What follows belongs to an exercise in optimizing a design on an open flow for small area and a short achievable clock period; a production flow would make more cautious choices. No functional check of the RTL was part of any run shown here.

## design/flow/config.mk

```make
export PLATFORM = sky130hd
export DESIGN_NAME = top
export DESIGN_NICKNAME = top
export VERILOG_FILES = /design/flow/design.v
export SDC_FILE = /design/flow/constraint.sdc
export NUM_CORES = 4
export LEC_CHECK = 0
export CAP_MARGIN = 20
export CORE_MARGIN = 2
export CORE_UTILIZATION = 60
export CTS_BUF_LIST = sky130_fd_sc_hd__clkbuf_4
export SLEW_MARGIN = 20
export SYNTH_HIERARCHICAL = 1
```

## design/flow/standard.sh

```bash
#!/bin/bash
# synth_recipe.tcl (not shown) runs the flow's synth.tcl, then flattens the netlist and writes it again
# the make line also repeats each setting of config.mk as NAME=value (left out here)
make -C /OpenROAD-flow-scripts/flow DESIGN_CONFIG=/design/flow/config.mk WORK_HOME=/design/flow/orfs CLKGATE_MAP_FILE= SYNTH_SCRIPT=/design/flow/synth_recipe.tcl "${@:-finish}"
```

## design/flow/constraint.sdc

```tcl
create_clock -name core_clock -period 10.0 [get_ports {clk}]
set_input_delay 2.0000 -clock core_clock [delete_from_list [all_inputs] [get_ports {clk}]]
set_output_delay 2.0000 -clock core_clock [all_outputs]
set_load 0.01 [all_outputs]
```

## design/flow/design.v

```verilog
module fa (input a, input b, input c, output s, output co);
    assign s = a ^ b ^ c;
    assign co = (a & b) | (c & (a ^ b));
endmodule
module ha (input a, input b, output s, output co);
    assign s = a ^ b;
    assign co = a & b;
endmodule
module g_inv (input a, output y);
    assign y = ~a;
endmodule
module g_nand2 (input a, input b, output y);
    assign y = ~(a & b);
endmodule
module g_nor2 (input a, input b, output y);
    assign y = ~(a | b);
endmodule
module g_or2 (input a, input b, output y);
    assign y = a | b;
endmodule
module g_nand2b (input an, input b, output y);
    assign y = ~(~an & b);
endmodule
module g_nor2b (input a, input bn, output y);
    assign y = ~(a | ~bn);
endmodule
module g_xor2 (input a, input b, output y);
    assign y = a ^ b;
endmodule
module g_xnor2 (input a, input b, output y);
    assign y = ~(a ^ b);
endmodule
module g_a21oi (input a1, input a2, input b1, output y);
    assign y = ~((a1 & a2) | b1);
endmodule
module g_o21ai (input a1, input a2, input b1, output y);
    assign y = ~((a1 | a2) & b1);
endmodule
module early (input [13:0] s, input [12:0] c, output [13:0] pb);
    wire e1s, e1c, e2s, e2c, e3s, e3c, e4s, e4c, e5s, e5c, e6s, e6c;
    wire e7s, e7c, e8s, e8c, e9s, e9c, e10s, e10c, e11s, e11c, e12s, e12c;
    wire e13s, e13c, e14, e15, e16, e17, e18, e19, e20, e21, e22, e23;
    wire e24, e25, e26, e27, e28, e29, e30, e31, e32, e33, e34, e35;
    wire e36, e37, e38, e39, e40, e41, e42, e43, e44, e45, e46, e47;
    wire e48, e49, e50, e51, e52, e53, e54;
    ha i1 (s[0], c[0], e1s, e1c);
    ha i2 (s[1], c[1], e2s, e2c);
    ha i3 (s[2], c[2], e3s, e3c);
    ha i4 (s[4], c[3], e4s, e4c);
    ha i5 (s[5], c[4], e5s, e5c);
    ha i6 (s[6], c[5], e6s, e6c);
    ha i7 (s[7], c[6], e7s, e7c);
    ha i8 (s[8], c[7], e8s, e8c);
    ha i9 (s[9], c[8], e9s, e9c);
    ha i10 (s[10], c[9], e10s, e10c);
    ha i11 (s[11], c[10], e11s, e11c);
    ha i12 (s[12], c[11], e12s, e12c);
    ha i13 (s[13], c[12], e13s, e13c);
    g_a21oi i14 (e2s, e1c, e2c, e14);
    g_nand2 i15 (s[3], e3c, e15);
    g_nand2 i16 (s[3], e3s, e16);
    g_a21oi i17 (e5s, e4c, e5c, e17);
    g_nand2 i18 (e5s, e4s, e18);
    g_a21oi i19 (e7s, e6c, e7c, e19);
    g_nand2 i20 (e7s, e6s, e20);
    g_a21oi i21 (e9s, e8c, e9c, e21);
    g_nand2 i22 (e9s, e8s, e22);
    g_a21oi i23 (e11s, e10c, e11c, e23);
    g_nand2 i24 (e11s, e10s, e24);
    g_a21oi i25 (e13s, e12c, e13c, e25);
    g_nand2 i26 (e13s, e12s, e26);
    g_o21ai i27 (e16, e14, e15, e27);
    g_o21ai i28 (e20, e17, e19, e28);
    g_nor2 i29 (e20, e18, e29);
    g_o21ai i30 (e24, e21, e23, e30);
    g_nor2 i31 (e24, e22, e31);
    g_a21oi i32 (e29, e27, e28, e32);
    g_inv i33 (e31, e33);
    g_inv i34 (e30, e34);
    g_o21ai i35 (e33, e32, e34, e35);
    g_inv i36 (e18, e36);
    g_inv i37 (e17, e37);
    g_a21oi i38 (e36, e27, e37, e38);
    g_o21ai i39 (e22, e32, e21, e39);
    g_inv i40 (e26, e40);
    g_inv i41 (e25, e41);
    g_a21oi i42 (e40, e35, e41, e42);
    g_inv i43 (e3s, e43);
    g_inv i44 (e3c, e44);
    g_o21ai i45 (e43, e14, e44, e45);
    g_a21oi i46 (e4s, e27, e4c, e46);
    g_inv i47 (e6s, e47);
    g_inv i48 (e6c, e48);
    g_o21ai i49 (e47, e38, e48, e49);
    g_inv i50 (e8s, e50);
    g_inv i51 (e8c, e51);
    g_o21ai i52 (e50, e32, e51, e52);
    g_a21oi i53 (e10s, e39, e10c, e53);
    g_a21oi i54 (e12s, e35, e12c, e54);
    g_xor2 i55 (e1s, 1'b0, pb[0]);
    g_xor2 i56 (e2s, e1c, pb[1]);
    g_xor2 i57 (e3s, e14, pb[2]);
    g_xnor2 i58 (s[3], e45, pb[3]);
    g_xnor2 i59 (e4s, e27, pb[4]);
    g_xor2 i60 (e5s, e46, pb[5]);
    g_xor2 i61 (e6s, e38, pb[6]);
    g_xor2 i62 (e7s, e49, pb[7]);
    g_xnor2 i63 (e8s, e32, pb[8]);
    g_xor2 i64 (e9s, e52, pb[9]);
    g_xor2 i65 (e10s, e39, pb[10]);
    g_xnor2 i66 (e11s, e53, pb[11]);
    g_xor2 i67 (e12s, e35, pb[12]);
    g_xnor2 i68 (e13s, e54, pb[13]);
endmodule
module late (input [13:0] pb, input [6:0] xr, output [13:0] y);
    wire w1, w2, w3, w4, w5, w6, w7, w8, w9, w10, w11, w12;
    wire w13, w14, w15, w16, w17, w18, w19, w20, w21, w22, w23, w24;
    wire w25, w26, w27, w28, w29, w30, w31, w32, w33, w34, w35, w36;
    wire w37, w38, w39, w40, w41, w42, w43, w44, w45, w46, w47, w48;
    wire w49, w50, w51, w52, w53, w54, w55, w56, w57, w58, w59, w60;
    wire w61, w62, w63, w64, w65, w66, w67, w68, w69, w70, w71, w72;
    wire w73, w74, w75, w76, w77, w78, w79, w80, w81, w82, w83, w84;
    wire w85, w86, w87, w88, w89, w90, w91, w92, w93, w94, w95, w96;
    wire w97, w98, w99, w100, w101, w102, w103, w104, w105, w106, w107, w108;
    wire w109, w110, w111, w112, w113, w114, w115, w116, w117, w118, w119, w120;
    wire w121, w122, w123, w124, w125, w126, w127, w128, w129, w130, w131;
    g_xnor2 i1 (xr[2], xr[0], w1);
    g_xor2 i2 (pb[2], w1, w2);
    g_nand2 i3 (xr[2], xr[0], w3);
    g_o21ai i4 (pb[2], w1, w3, w4);
    g_xnor2 i5 (xr[3], xr[1], w5);
    g_xor2 i6 (pb[3], w5, w6);
    g_nand2 i7 (xr[3], xr[1], w7);
    g_o21ai i8 (pb[3], w5, w7, w8);
    g_xnor2 i9 (xr[4], xr[2], w9);
    g_xor2 i10 (pb[4], w9, w10);
    g_nand2 i11 (xr[4], xr[2], w11);
    g_o21ai i12 (pb[4], w9, w11, w12);
    g_xnor2 i13 (xr[5], xr[3], w13);
    g_xor2 i14 (pb[5], w13, w14);
    g_nand2 i15 (xr[5], xr[3], w15);
    g_o21ai i16 (pb[5], w13, w15, w16);
    g_xor2 i17 (xr[6], xr[4], w17);
    g_xor2 i18 (pb[6], w17, w18);
    g_nand2b i19 (xr[6], xr[4], w19);
    g_o21ai i20 (pb[6], w17, w19, w20);
    g_xor2 i21 (pb[7], xr[5], w21);
    g_xnor2 i22 (pb[8], xr[6], w22);
    g_nand2 i23 (pb[7], xr[5], w23);
    g_nand2b i24 (xr[6], pb[8], w24);
    g_nand2 i25 (pb[0], xr[0], w25);
    g_nor2 i26 (pb[0], xr[0], w26);
    g_xor2 i27 (pb[0], xr[0], w27);
    g_nand2 i28 (pb[1], xr[1], w28);
    g_nor2 i29 (pb[1], xr[1], w29);
    g_xor2 i30 (pb[1], xr[1], w30);
    g_nand2 i31 (w6, w4, w31);
    g_nor2 i32 (w6, w4, w32);
    g_xor2 i33 (w6, w4, w33);
    g_nand2 i34 (w10, w8, w34);
    g_nor2 i35 (w10, w8, w35);
    g_xor2 i36 (w10, w8, w36);
    g_nand2 i37 (w14, w12, w37);
    g_nor2 i38 (w14, w12, w38);
    g_xor2 i39 (w14, w12, w39);
    g_nand2 i40 (w18, w16, w40);
    g_nor2 i41 (w18, w16, w41);
    g_xor2 i42 (w18, w16, w42);
    g_nand2 i43 (w21, w20, w43);
    g_nor2 i44 (w21, w20, w44);
    g_xor2 i45 (w21, w20, w45);
    g_nand2b i46 (w23, w22, w46);
    g_nand2b i47 (w22, w23, w47);
    g_xnor2 i48 (w22, w23, w48);
    g_nand2b i49 (w24, pb[9], w49);
    g_nand2b i50 (pb[9], w24, w50);
    g_xnor2 i51 (pb[9], w24, w51);
    g_o21ai i52 (w29, w25, w28, w52);
    g_nand2b i53 (w28, w2, w53);
    g_nand2b i54 (w29, w2, w54);
    g_nand2b i55 (w32, w2, w55);
    g_o21ai i56 (w35, w31, w34, w56);
    g_nor2 i57 (w35, w32, w57);
    g_o21ai i58 (w38, w34, w37, w58);
    g_nor2 i59 (w38, w35, w59);
    g_o21ai i60 (w41, w37, w40, w60);
    g_nor2 i61 (w41, w38, w61);
    g_o21ai i62 (w44, w40, w43, w62);
    g_nor2 i63 (w44, w41, w63);
    g_inv i64 (w47, w64);
    g_o21ai i65 (w64, w43, w46, w65);
    g_nand2b i66 (w44, w47, w66);
    g_inv i67 (w50, w67);
    g_o21ai i68 (w67, w46, w49, w68);
    g_nand2 i69 (w50, w47, w69);
    g_nand2b i70 (pb[10], w49, w70);
    g_nor2 i71 (pb[11], pb[10], w71);
    g_nor2 i72 (pb[12], pb[11], w72);
    g_nand2 i73 (pb[13], pb[12], w73);
    g_o21ai i74 (w54, w25, w53, w74);
    g_inv i75 (w52, w75);
    g_o21ai i76 (w55, w75, w31, w76);
    g_inv i77 (w53, w77);
    g_a21oi i78 (w57, w77, w56, w78);
    g_nand2b i79 (w54, w57, w79);
    g_inv i80 (w31, w80);
    g_a21oi i81 (w59, w80, w58, w81);
    g_nand2b i82 (w55, w59, w82);
    g_a21oi i83 (w61, w56, w60, w83);
    g_nand2 i84 (w61, w57, w84);
    g_a21oi i85 (w63, w58, w62, w85);
    g_nand2 i86 (w63, w59, w86);
    g_inv i87 (w66, w87);
    g_a21oi i88 (w87, w60, w65, w88);
    g_nand2b i89 (w66, w61, w89);
    g_inv i90 (w69, w90);
    g_a21oi i91 (w90, w62, w68, w91);
    g_nand2b i92 (w69, w63, w92);
    g_a21oi i93 (w50, w65, w70, w93);
    g_nand2b i94 (w66, w50, w94);
    g_nand2b i95 (w68, w71, w95);
    g_nand2b i96 (w70, w72, w96);
    g_inv i97 (pb[13], w97);
    g_o21ai i98 (w97, w71, w73, w98);
    g_o21ai i99 (w79, w25, w78, w99);
    g_inv i100 (w52, w100);
    g_o21ai i101 (w82, w100, w81, w101);
    g_inv i102 (w74, w102);
    g_o21ai i103 (w84, w102, w83, w103);
    g_inv i104 (w76, w104);
    g_o21ai i105 (w86, w104, w85, w105);
    g_o21ai i106 (w89, w78, w88, w106);
    g_nor2 i107 (w89, w79, w107);
    g_o21ai i108 (w92, w81, w91, w108);
    g_nor2 i109 (w92, w82, w109);
    g_o21ai i110 (w94, w83, w93, w110);
    g_nor2 i111 (w94, w84, w111);
    g_inv i112 (w95, w112);
    g_o21ai i113 (w69, w85, w112, w113);
    g_nor2 i114 (w69, w86, w114);
    g_inv i115 (w50, w115);
    g_inv i116 (w96, w116);
    g_o21ai i117 (w115, w88, w116, w117);
    g_nand2b i118 (w89, w50, w118);
    g_inv i119 (pb[13], w119);
    g_inv i120 (w98, w120);
    g_o21ai i121 (w119, w91, w120, w121);
    g_nand2b i122 (w92, pb[13], w122);
    g_inv i123 (w25, w123);
    g_a21oi i124 (w107, w123, w106, w124);
    g_a21oi i125 (w109, w52, w108, w125);
    g_a21oi i126 (w111, w74, w110, w126);
    g_a21oi i127 (w114, w76, w113, w127);
    g_inv i128 (w118, w128);
    g_a21oi i129 (w128, w99, w117, w129);
    g_inv i130 (w122, w130);
    g_a21oi i131 (w130, w101, w121, w131);
    g_xor2 i132 (w27, 1'b0, y[0]);
    g_xnor2 i133 (w30, w25, y[1]);
    g_xor2 i134 (w2, w52, y[2]);
    g_xor2 i135 (w33, w74, y[3]);
    g_xor2 i136 (w36, w76, y[4]);
    g_xor2 i137 (w39, w99, y[5]);
    g_xor2 i138 (w42, w101, y[6]);
    g_xor2 i139 (w45, w103, y[7]);
    g_xor2 i140 (w48, w105, y[8]);
    g_xnor2 i141 (w51, w124, y[9]);
    g_xor2 i142 (pb[10], w125, y[10]);
    g_xor2 i143 (pb[11], w126, y[11]);
    g_xor2 i144 (pb[12], w127, y[12]);
    g_xnor2 i145 (pb[13], w129, y[13]);
endmodule
module top #(parameter m = 7) (
    input clk,
    input signed [m-1:0] noise_in,
    output reg signed [2*m-1:0] filter_out
);
    reg [6:0] d0, d1, d2, d3, d4, d5, d6, d7;
    reg [12:0] s2;
    reg [11:0] c2;
    reg [13:0] s1;
    reg [12:0] c1;
    wire n1, n2, n3, n4, n5, n6, n7, n8, n9, n10, n11, n12;
    wire n13, n14, n15, n16, n17, n18, n19, n20, n21, n22, n23, n24;
    wire n25, n26, n27, n28, n29, n30, n31, n32, n33, n34, n35, n36;
    wire n37, n38, n39, n40, n41, n42, n43, n44, n45, n46, n47, n48;
    wire n49, n50, n51, n52, n53, n54, n55, n56, n57, n58, n59, n60;
    wire n61, n62, n63, n64, n65, n66, n67, n68, n69, n70, n71, n72;
    wire n73, n74, n75, n76, n77, n78, n79, n80, n81, n82, n83, n84;
    wire n85, n86, n87, n88, n89, n90, n91, n92, n93, n94, n95, n96;
    wire n97, n98, n99, n100, n101, n102, n103, n104, n105, n106, n107, n108;
    wire n109, n110, n111, n112, n113, n114, n115, n116, n117, n118, n119, n120;
    wire n121, n122, n123, n124, n125, n126, n127, n128, n129, n130, n131, n132;
    wire n133, n134, n135, n136, n137, n138, n139, n140, n141, n142, n143, n144;
    wire n145, n146, n147, n148, n149, n150, n151, n152, n153, n154, n155, n156;
    wire n157, n158, n159, n160, n161, n162, n163, n164, n165, n166, n167, n168;
    wire n169, n170, n171, n172, n173, n174, n175, n176, n177, n178, n179, n180;
    wire n181, n182, n183, n184, n185, n186, n187, n188, n189, n190, n191, n192;
    wire n193, n194, n195, n196, n197, n198, n199, n200, n201, n202, n203, n204;
    wire n205, n206, n207, n208, n209, n210, n211, n212, n213, n214, n215, n216;
    wire n217, n218, n219, n220, n221, n222, n223, n224, n225, n226, n227, n228;
    wire n229, n230, n231, n232, n233, n234, n235, n236, n237, n238, n239, n240;
    wire n241, n242, n243, n244, n245, n246, n247, n248, n249, n250, n251, n252;
    wire n253, n254, n255, n256, n257, n258, n259, n260, n261, n262, n263, n264;
    wire n265, n266, n267, n268, n269, n270, n271, n272, n273, n274, n275, n276;
    wire n277, n278, n279, n280;
    fa u1 (d2[0], d2[3], d3[0], n1, n2);
    ha u2 (d3[4], d4[0], n3, n4);
    fa u3 (d2[1], d2[4], d3[1], n5, n6);
    fa u4 (d3[5], d4[1], ~d4[5], n7, n8);
    ha u5 (d5[2], d5[4], n9, n10);
    fa u6 (d2[2], d2[5], d3[2], n11, n12);
    fa u7 (d3[6], d4[2], ~d4[6], n13, n14);
    fa u8 (d5[3], d5[5], d5[6], n15, n16);
    fa u9 (d2[3], d2[6], d3[3], n17, n18);
    ha u10 (d4[3], d5[4], n19, n20);
    ha u11 (d2[0], d3[1], n21, n22);
    fa u12 (d2[1], d3[2], ~d4[2], n23, n24);
    fa u13 (d2[2], d3[3], ~d4[3], n25, n26);
    fa u14 (d5[0], d5[2], d5[3], n27, n28);
    fa u15 (~d4[4], d5[1], d5[3], n29, n30);
    fa u16 (d5[4], d6[1], d7[2], n31, n32);
    ha u17 (d7[4], n3, n33, n34);
    fa u18 (d5[5], d6[2], d7[3], n35, n36);
    fa u19 (d7[5], n4, n9, n37, n38);
    fa u20 (n2, n5, n7, n39, n40);
    fa u21 (d6[3], d7[4], d7[6], n41, n42);
    fa u22 (n10, n6, n8, n43, n44);
    fa u23 (n11, n13, n15, n45, n46);
    fa u24 (d5[6], d6[4], d7[5], n47, n48);
    fa u25 (n19, n12, n14, n49, n50);
    g_xnor2 u26s (n16, n17, n51);
    g_or2 u26c (n16, n17, n52);
    fa u27 (d2[4], d3[4], d4[4], n53, n54);
    fa u28 (d5[5], d6[5], d7[6], n55, n56);
    ha u29 (n20, n18, n57, n58);
    fa u30 (d2[5], d3[5], d4[5], n59, n60);
    ha u31 (d5[6], d6[6], n61, n62);
    fa u32 (~d4[1], d5[0], d5[1], n63, n64);
    fa u33 (d5[1], d5[2], d7[0], n65, n66);
    ha u34 (d7[2], n22, n67, n68);
    fa u35 (d6[0], d7[1], d7[3], n69, n70);
    fa u36 (n24, n25, n27, n71, n72);
    fa u37 (n26, n28, n1, n73, n74);
    fa u38 (n29, n31, n33, n75, n76);
    fa u39 (n30, n32, n35, n77, n78);
    fa u40 (n34, n37, n39, n79, n80);
    fa u41 (n36, n41, n38, n81, n82);
    fa u42 (n40, n43, n45, n83, n84);
    fa u43 (n42, n47, n44, n85, n86);
    fa u44 (n46, n49, n51, n87, n88);
    fa u45 (n48, n53, n55, n89, n90);
    fa u46 (n57, n50, n52, n91, n92);
    fa u47 (n61, n54, n56, n93, n94);
    g_xnor2 u48s (n59, n58, n95);
    g_or2 u48c (n59, n58, n96);
    fa u49 (d2[6], d3[6], d4[6], n97, n98);
    ha u50 (n62, n60, n99, n100);
    ha u51 (d3[0], ~d4[0], n101, n102);
    fa u52 (d7[1], n21, n63, n103, n104);
    fa u53 (n64, n23, n65, n105, n106);
    fa u54 (n66, n68, n69, n107, n108);
    fa u55 (n70, n72, n73, n109, n110);
    fa u56 (n74, n77, n76, n111, n112);
    fa u57 (n78, n81, n80, n113, n114);
    fa u58 (n82, n85, n84, n115, n116);
    fa u59 (n89, n86, n88, n117, n118);
    fa u60 (n90, n93, n95, n119, n120);
    fa u61 (n97, n99, n94, n121, n122);
    ha u62 (d5[0], d7[0], n123, n124);
    g_xnor2 u63s (n102, n103, n125);
    g_or2 u63c (n102, n103, n126);
    fa u64 (n67, n104, n105, n127, n128);
    fa u65 (n106, n71, n107, n129, n130);
    fa u66 (n108, n75, n109, n131, n132);
    fa u67 (n110, n79, n111, n133, n134);
    fa u68 (n112, n83, n113, n135, n136);
    fa u69 (n87, n114, n115, n137, n138);
    fa u70 (n91, n116, n117, n139, n140);
    fa u71 (n92, n119, n118, n141, n142);
    fa u72 (n96, n121, n120, n143, n144);
    fa u73 (n98, n100, n122, n145, n146);
    ha u74 (s2[3], c2[3], n147, n148);
    fa u75 (s2[4], c2[4], d0[1], n149, n150);
    fa u76 (d0[3], d0[4], d1[0], n151, n152);
    fa u77 (s2[5], c2[5], d0[2], n153, n154);
    fa u78 (d0[4], d0[5], d1[1], n155, n156);
    ha u79 (~d1[5], d2[1], n157, n158);
    fa u80 (s2[6], c2[6], d0[3], n159, n160);
    fa u81 (d0[5], d0[6], d1[2], n161, n162);
    fa u82 (~d1[6], d2[2], d2[6], n163, n164);
    fa u83 (s2[7], c2[7], d0[4], n165, n166);
    ha u84 (d0[6], d1[3], n167, n168);
    ha u85 (s2[8], c2[8], n169, n170);
    ha u86 (s2[0], c2[0], n171, n172);
    fa u87 (s2[1], c2[1], d0[0], n173, n174);
    ha u88 (d0[1], ~d1[1], n175, n176);
    fa u89 (s2[2], c2[2], d0[1], n177, n178);
    fa u90 (d0[2], ~d1[2], d2[2], n179, n180);
    fa u91 (d0[0], d0[2], d0[3], n181, n182);
    fa u92 (~d1[3], d2[3], n147, n183, n184);
    fa u93 (~d1[4], d2[0], d2[4], n185, n186);
    fa u94 (n148, n149, n151, n187, n188);
    fa u95 (d2[5], n157, n150, n189, n190);
    fa u96 (n152, n153, n155, n191, n192);
    fa u97 (n158, n154, n156, n193, n194);
    fa u98 (n159, n161, n163, n195, n196);
    fa u99 (d2[3], n167, n160, n197, n198);
    fa u100 (n162, n164, n165, n199, n200);
    fa u101 (d0[5], d1[4], d2[4], n201, n202);
    fa u102 (n168, n169, n166, n203, n204);
    fa u103 (s2[9], c2[9], d0[6], n205, n206);
    fa u104 (d1[5], d2[5], n170, n207, n208);
    fa u105 (s2[10], c2[10], d1[6], n209, n210);
    ha u106 (d0[0], ~d1[0], n211, n212);
    fa u107 (d2[1], n172, n175, n213, n214);
    fa u108 (n176, n174, n177, n215, n216);
    fa u109 (n178, n180, n181, n217, n218);
    fa u110 (n182, n185, n184, n219, n220);
    fa u111 (n186, n188, n189, n221, n222);
    fa u112 (n190, n192, n193, n223, n224);
    fa u113 (n194, n196, n197, n225, n226);
    fa u114 (n201, n198, n200, n227, n228);
    fa u115 (n202, n205, n207, n229, n230);
    fa u116 (d2[6], n206, n209, n231, n232);
    ha u117 (s2[11], c2[11], n233, n234);
    ha u118 (d2[0], n171, n235, n236);
    fa u119 (n212, n173, n213, n237, n238);
    fa u120 (n179, n214, n215, n239, n240);
    fa u121 (n183, n216, n217, n241, n242);
    fa u122 (n218, n187, n219, n243, n244);
    fa u123 (n191, n220, n221, n245, n246);
    fa u124 (n195, n222, n223, n247, n248);
    fa u125 (n199, n224, n225, n249, n250);
    fa u126 (n203, n226, n227, n251, n252);
    fa u127 (n204, n229, n228, n253, n254);
    fa u128 (n208, n231, n230, n255, n256);
    fa u129 (n233, n210, n232, n257, n258);
    ha u130 (s2[12], n234, n259, n260);
    fa u131 (n240, n241, noise_in[0], n261, n262);
    fa u132 (n242, n243, noise_in[1], n263, n264);
    fa u133 (n244, noise_in[2], n245, n265, n266);
    fa u134 (n246, noise_in[3], n247, n267, n268);
    fa u135 (n248, noise_in[4], n249, n269, n270);
    fa u136 (n250, noise_in[5], n251, n271, n272);
    fa u137 (n253, n252, ~noise_in[6], n273, n274);
    ha u138 (n255, n254, n275, n276);
    ha u139 (n257, n256, n277, n278);
    ha u140 (n259, n258, n279, n280);
    wire [13:0] pb, y;
    early u_early (s1, c1, pb);
    late u_late (pb, noise_in, y);
    always @(posedge clk) begin
        d0 <= {~noise_in[6], noise_in[5:0]};
        d1 <= d0;
        d2 <= d1;
        d3 <= d2;
        d4 <= d3;
        d5 <= d4;
        d6 <= d5;
        d7 <= d6;
        s2 <= {n146, n144, n142, n140, n138, n136, n134, n132, n130, n128, n126, n124, n101};
        c2 <= {n145, n143, n141, n139, n137, n135, n133, n131, n129, n127, n125, n123};
        s1 <= {n280, n278, n276, n274, n272, n270, n268, n266, n264, n262, n261, n238, n236, n211};
        c1 <= {n260, n279, n277, n275, n273, n271, n269, n267, n265, n263, n239, n237, n235};
        filter_out <= y;
    end
endmodule
```

## design/flow/flow/run.sh

```bash
#!/bin/bash
# The standard ORFS layout, with one change: the port buffers are buf_4
# cells instead of the delay buffer that buffer_ports picks by default, which
# puts about half a nanosecond on every path from an input.
set -euo pipefail
export BUFFER_PORTS_ARGS="-buffer_cell sky130_fd_sc_hd__buf_4"
bash standard.sh finish > standard.log 2>&1
```

==> results.yml, run 1 <==
die:
  row_count: 37
  die_y_um: 107
  die-area_sq_um: 11500
  start_util_pct: 61.8
  io_pins: 22
  die_w_um: 107
  placeableCoreArea_sq_um: 10400
synth:
  netlist_instances: 480
  yosys.area_share.adder_pct: 42.5
  syn-num-nets: 638
  synth_seq_cells: 122
  synthMuxAreaShare_pct: 0
  yosysWarnings: 7
  avgSynthCellArea_sq_um: 13.4
  yosysSeqAreaShare_pct: 38.1
  yosysUniqueCellTypes: 13
  synth_area_sq_um: 6410
  synth_compound_area_share_pct: 5.42
  synthSimpleGateAreaFrac_pct: 4.43
  synth-xor-area-share_pct: 7.10
  synth_top_family_by_area: "adder cells"
global_routing:
  antenna_found_initial: 1
  grt_max_degree: 17
  first_global_vias: 3750
  grt-ovfl-total: 0
  grtUsageTotal_pct: 20.7
  grt_pass1_wl_um: 17600
timing:
  tns_ns: 0
  fin_skew_ns: 0.0216
  setup_violations: 0
  fin_ws_ns: 6.75
  rsz0062_at_grt: "no"
  worst_pin_slew_ns: 0.514
  max_freq_mhz: 308
  maxSlewHeadroom_pct: 65.5
  hold_violations: 0
  finalCriticalPeriod_ns: 3.25
  min_period_over_period_pct: 32.5
  drv_slew: 0
critical_path:
  critPathKind: "in2reg"
  crit_chain: "buf_4 > xnor2_1 > xor2_1 > nor2_1 > nor2_1 > nand2b_1 > o21ai_1 > a21oi_2 > xnor2_1"
  required_ns: 10.38
  cpPeakStageDelay_ns: 0.29
  critPathTopFamily: "XOR/XNOR gates"
  r2r_end: "filter_out[13]$_DFF_P_"
  path_max_fanout: 7
  rrSetupSlack_ns: 6.95
  crit_slowest_cell: "xor2_1"
  cp.arrival_ns: 3.63
  critPathCaptureType: "flip-flop"
  reg2reg_depth: 14
  cp-start-kind: "input pin"
  path_buf_inv: 1
  reg2reg_from: "c1[1]$_DFF_P_"
cells_and_area:
  syn2layout_area_growth_pct: 9.07
  layout_commonest_cell: "dfxtp_1"
  drive_above_1_share_pct: 13.7
  fin_nets: 678
  final_cells: 668
  final_cell_mix: "dfxtp_1, fa_1, inv_1, ha_1, xor2_1"
  final_cell_area_sq_um: 6990
drt:
  antenna_left: 0
  first_iter_violations: 82
  drt_first_pass_iters: 4
  drc_errors: 0
  vias: 3317
  vias_per_cell: 4.97
  drt-total-wl_um: 10400
  avgRoutedWirePerCell_um: 15.6
clock_tree:
  cts-hold-fix-buffers: 0
  postCtsSetupBuffers: 0
  cts_resized: 0
  cts_buffer_depth: 2
  cts_tree: "yes"
  numCtsBuffers: 17
  clkLatencyLatePin_ns: 0.49
  cts_num_sinks: 122
  h-tree-depth: 4
  clkTransAtPathRegs_ns: 0.12
  cts-root-buf: "clkbuf_4"
worst_hold_path:
  whs_path_depth: 0
  hold-path-endpoint: "d7[4]$_DFF_P_"
  hold_start: "d6[4]$_DFF_P_"
  hp-class: "reg2reg"
outcome:
  status: "no timing/DRC/antenna violations"
place:
  gp_congestion: 0.862
  hpwlAfterDp_um: 8640
  io_buffers: 21
  preCtsSetupSlack_ns: 6.26
  place_inst: 637
  place_area_sq_um: 6740
flow_run:
  cap_violations: 0
[Yosys cell counts, drive strengths merged]
cell type | count | area, sq um
inv | 40 | 150
dfxtp | 122 | 2440
xnor2 | 18 | 158
xor2 | 34 | 298
a21oi | 22 | 193
conb | 2 | 7.51
o21ai | 31 | 155
nor2 | 18 | 67.6
ha | 37 | 463
fa | 113 | 2260
nand2b | 19 | 119
nand2 | 21 | 78.8
or2 | 3 | 18.8
[registers in the layout, summed over array words and instances, names as in the netlist]
name,flops
c2,12
c1,13
d3,7
d0,7
s2,13
d7,7
d5,7
d2,7
d4,7
d1,7
d6,7
filter_out,14
s1,14
[cell type report]
cell class | count | area [sq um]
clock buffer | 17 | 128
timing repair buffer | 21 | 158
multi-input combinational | 318 | 3820
tap | 136 | 170
fill | 795 | 3380
antenna | 1 | 2.50
clock inverter | 13 | 124
inverter | 40 | 150
sequential | 122 | 2440
[worst max-delay path by stage]
| stage | startpoint | end | depth (start not counted) |
|---|---|---|---|
| 6_report | noise_in[1] | filter_out[13]$_DFF_P_ | 9 |
| 4_1_cts | noise_in[2] | filter_out[13]$_DFF_P_ | 9 |
| 3_5_place_dp | noise_in[2] | filter_out[13]$_DFF_P_ | 9 |
| 2_1_floorplan | noise_in[1] | filter_out[11]$_DFF_P_ | 8 |
| 5_1_grt | noise_in[2] | filter_out[13]$_DFF_P_ | 9 |
| 3_3_place_gp | noise_in[2] | filter_out[13]$_DFF_P_ | 9 |
[modules after synthesis, one instance, submodules excluded, excerpt]
| module | flip-flops and latches | cells inside |
|---|---|---|
| g_nor2 | 0 | 1 |
| fa | 0 | 1 |
| g_inv | 0 | 1 |
| g_nand2 | 0 | 1 |
| late | 0 | 1 |
| g_a21oi | 0 | 1 |
| g_o21ai | 0 | 1 |
[worst reg2reg max path, stage by stage (launching register included)]
cell and delay [ns]:
dfxtp_1 0.33, ha_1 0.31, a21oi_2 0.09, o21ai_1 0.44, a21oi_2 0.14, o21ai_1 0.18, xor2_1 0.26, xor2_1 0.29
nor2_1 0.11, nand2b_1 0.18, nand2b_1 0.18, nand2b_1 0.16, inv_1 0.07, a21oi_2 0.07, xnor2_1 0.14
[stage by stage]
stage	util (%)	hold WS [ns]
floorplan	-	0.334
global placement	65.0	0.354
global route	67.4	0.393
finish	67.4	0.380
detailed placement	65.0	0.347
CTS	67.4	0.374
[layer usage]
metal | part of all wire [%] | vias up | GRT usage (%)
met4 | 1.4 | 0 | 7.05
li1 | - | 1596 | -
met1 | 45 | 1667 | 26.3
met3 | 2.5 | 13 | 5.02
met2 | 52 | 41 | 34.9
met5 | 0 | - | 0
[cells by family (layout without fill, tap and decap cells)]
group / Yosys count / in the layout
AO/OA/AOI/OAI: 53 / 53
XOR/XNOR: 52 / 52
adder cells (fa/ha/maj): 150 / 150
buffers and inverters: 40 / 91
flip-flops: 122 / 122
other: 2 / 3
AND/OR/NAND/NOR: 61 / 61
==> run 2: changes to the inputs <==
--- a/design/flow/config.mk
+++ b/design/flow/config.mk
@@ -8,6 +8,6 @@
 export CAP_MARGIN = 20
 export CORE_MARGIN = 2
 export CORE_UTILIZATION = 60
-export CTS_BUF_LIST = sky130_fd_sc_hd__clkbuf_4
+export CTS_BUF_LIST = sky130_fd_sc_hd__clkbuf_4 sky130_fd_sc_hd__clkbuf_8
 export SLEW_MARGIN = 20
 export SYNTH_HIERARCHICAL = 1
==> results.yml, run 2 <==
outcome:
  status: "no timing/DRC/antenna violations"
flow_run:
  cap_violations: 0
global_routing:
  grt-ovfl-total: 0
  first_global_vias: 3774
  met1_usage_pct: 26.4
  grt_pass1_wl_um: 17700
  antenna_found_initial: 0
  met3_usage_pct: 4.78
  grt_max_degree: 17
  busiest_layer: "met2"
  grtUsageTotal_pct: 20.8
  grt_use_met2_pct: 35.7
critical_path:
  critPathCaptureType: "flip-flop"
  cp-start-kind: "input pin"
  cp.arrival_ns: 3.64
  crit_chain: "buf_4 > xnor2_1 > xor2_1 > nor2_1 > nor2_1 > nand2b_1 > o21ai_1 > a21oi_2 > xnor2_1"
  crit_path_end: "filter_out[13]$_DFF_P_"
  path_depth: 9
  critPathKind: "in2reg"
  crit_slowest_cell: "xor2_1"
  critPathLaunch: "noise_in[1]"
  critPathTopFamily: "XOR/XNOR gates"
  reg2reg_from: "d2[5]$_DFF_P_"
  reg2reg_depth: 5
  r2r_end: "c2[8]$_DFF_P_"
  path_buf_inv: 1
  required_ns: 10.31
  path_max_fanout: 7
  cpPeakStageDelay_ns: 0.29
  rrSetupSlack_ns: 6.95
place:
  io_buffers: 21
  hpwlAfterDp_um: 8640
  place_inst: 637
  gp_congestion: 0.862
die:
  row_count: 37
  placeableCoreArea_sq_um: 10400
  io_pins: 22
  die-area_sq_um: 11500
  die_w_um: 107
  start_util_pct: 61.8
  die_y_um: 107
drt:
  drt-total-wl_um: 10500
  avgRoutedWirePerCell_um: 15.7
  vias_per_cell: 4.99
  first_iter_violations: 84
  antenna_left: 0
  drc_errors: 0
  drt_first_pass_iters: 4
  vias: 3329
timing:
  fin_skew_ns: 0.0143
  rsz0062_at_grt: "no"
  drv_slew: 0
  min_period_over_period_pct: 33.4
  max_freq_mhz: 300
  finalCriticalPeriod_ns: 3.34
  setup_violations: 0
  maxSlewHeadroom_pct: 65.1
  worst_pin_slew_ns: 0.520
  tns_ns: 0
  hold_violations: 0
worst_hold_path:
  whs_path_depth: 0
  hp-class: "reg2reg"
synth:
  yosysSeqAreaShare_pct: 38.1
  netlist_instances: 480
  synth_enable_flop_cells: 0
  synth_seq_cells: 122
  synthArstFlopShare_pct: 0
  yosysTopAreaCellShare_pct: 38.1
  yosysTopAreaCell: "dfxtp_1"
  synth_area_sq_um: 6410
  yosysWarnings: 7
  syn-num-nets: 638
  yosysUniqueCellTypes: 13
  synthTopCellsByArea: "dfxtp_1, fa_1, ha_1, xor2_1, a21oi_2"
  synth_commonest_cells: "dfxtp_1, fa_1, inv_1, ha_1, xor2_1"
  yosys.cell_count.top_type: "dfxtp_1"
  avgSynthCellArea_sq_um: 13.4
  synth-main-ff-cell: "dfxtp_1"
cells_and_area:
  final_cell_mix: "dfxtp_1, fa_1, inv_1, ha_1, xor2_1"
  syn2layout_area_growth_pct: 10.7
  fill_cells: 768
  fin_nets: 678
  drive_above_1_share_pct: 13.7
  top_regs: "filter_out (14), s1 (14)"
  final_cells: 667
  diodes: 0
  layout_commonest_cell: "dfxtp_1"
clock_tree:
  h-tree-depth: 4
  cts_buffer_depth: 2
  cts_resized: 0
  cts_tree: "yes"
  cts-hold-fix-buffers: 0
  cts-root-buf: "clkbuf_8"
  clkLatencyLatePin_ns: 0.42
  numCtsBuffers: 17
  postCtsSetupBuffers: 0
  cts_num_sinks: 122
  clkTransAtPathRegs_ns: 0.07
[run 2: cell counts after synthesis]
Identical to the previous run, type by type.
[run 2: layer usage]
layer  routed length (um)  part of all wire (%)
met1                 4590                    44
met5                    0                     0
met2                 5510                    53
met3                  271                   2.6
met4                  110                   1.0
[run 2: final cells by class]
type / count / area [sq um] / share of cell area (%)
Inverter: 40 / 150 / 2.12
Multi-Input combinational cell: 318 / 3820 / 53.8
Timing Repair Buffer: 21 / 158 / 2.22
Sequential cell: 122 / 2440 / 34.4
Clock inverter: 13 / 124 / 1.75
Clock buffer: 17 / 234 / 3.30
Tap cell: 136 / 170 / 2.40
[run 2: metrics by stage]
| stage | setup WS [ns] | area (sq um) | utilization (%) | hold WS, ns |
|---|---|---|---|---|
| after floorplan | 6.65 | 6410 | - | 0.334 |
| after global placement | 6.32 | 6740 | 65.0 | 0.354 |
| after CTS | 6.71 | 7100 | 68.4 | 0.365 |
| after detailed placement | 6.26 | 6740 | 65.0 | 0.347 |
| final | 6.66 | 7100 | 68.4 | 0.363 |
| after global routing | 6.57 | 7100 | 68.4 | 0.382 |
[run 2: modules after synthesis (local to each module, per instance)]
module    cells inside  copies in the design  cell area [sq um]  flops+latches
top                137                     1               2500            122
ha                   1                    37               12.5              0
g_nand2              1                    21               3.75              0
early                1                     1               3.75              0
g_xnor2              1                    18               8.76              0
g_xor2               1                    34               8.76              0
g_inv                1                    25               3.75              0
g_or2                1                     3               6.26              0
g_nor2               1                    18               3.75              0
fa                   1                   113               20.0              0
g_a21oi              1                    22               8.76              0
late                 1                     1               3.75              0
g_nand2b             1                    19               6.26              0
g_o21ai              1                    31               5.00              0
[run 2: how the worst min path moves through the flow]
stage | start | end | slack [ns]
floorplan | d6[6]$_DFF_P_ | d7[6]$_DFF_P_ | 0.33
global placement | d6[6]$_DFF_P_ | d7[6]$_DFF_P_ | 0.35
detailed placement | d6[6]$_DFF_P_ | d7[6]$_DFF_P_ | 0.35
CTS | d6[6]$_DFF_P_ | d7[6]$_DFF_P_ | 0.36
global route | d6[6]$_DFF_P_ | d7[6]$_DFF_P_ | 0.38
finish | d6[6]$_DFF_P_ | d7[6]$_DFF_P_ | 0.36
[run 2: kinds of logic after synthesis]
kind of cell,count (synthesis),synth area share [%]
AO/OA/AOI/OAI,53,5.42
flip-flops,122,38.1
adder cells (fa/ha/maj),150,42.5
XOR/XNOR,52,7.10
buffers and inverters,40,2.34
AND/OR/NAND/NOR,61,4.43
other,2,0.117

==> port drivers added, routing unchanged <==
How much do the figures lean on ideal ports? The routed layouts below were timed once more, with nothing changed but the port constraints. Step 1 (the two cells are an assumption about what drives the block):
set clk [get_ports {clk}]
set_driving_cell -lib_cell sky130_fd_sc_hd__clkbuf_16 $clk
set_driving_cell -lib_cell sky130_fd_sc_hd__buf_2 [delete_from_list [all_inputs] $clk]
Step 2, shift: input delay + t, output delay - t, t = (earliest + latest rising clock arrival at the registers) / 2. This alone moves slack from input paths to output paths. Slacks: ideal / step 1 / step 2; pairs: ideal / step 1.
run	t (ns)	setup WS [ns]	hold slack, ns	latest minus earliest clock arrival (ns)	pins driven straight from the clock port
run 1	0.515	6.752 / 6.766 / 6.251	0.380 / 0.380 / 0.380	0.022 / 0.022	1
run 2	0.449	6.665 / 6.679 / 6.230	0.363 / 0.363 / 0.363	0.015 / 0.015	1
After both steps every run listed still meets setup and hold. The setup slack of run 1, which loses most, moves by +0.014 ns with the drivers and by -0.501 ns with both steps.
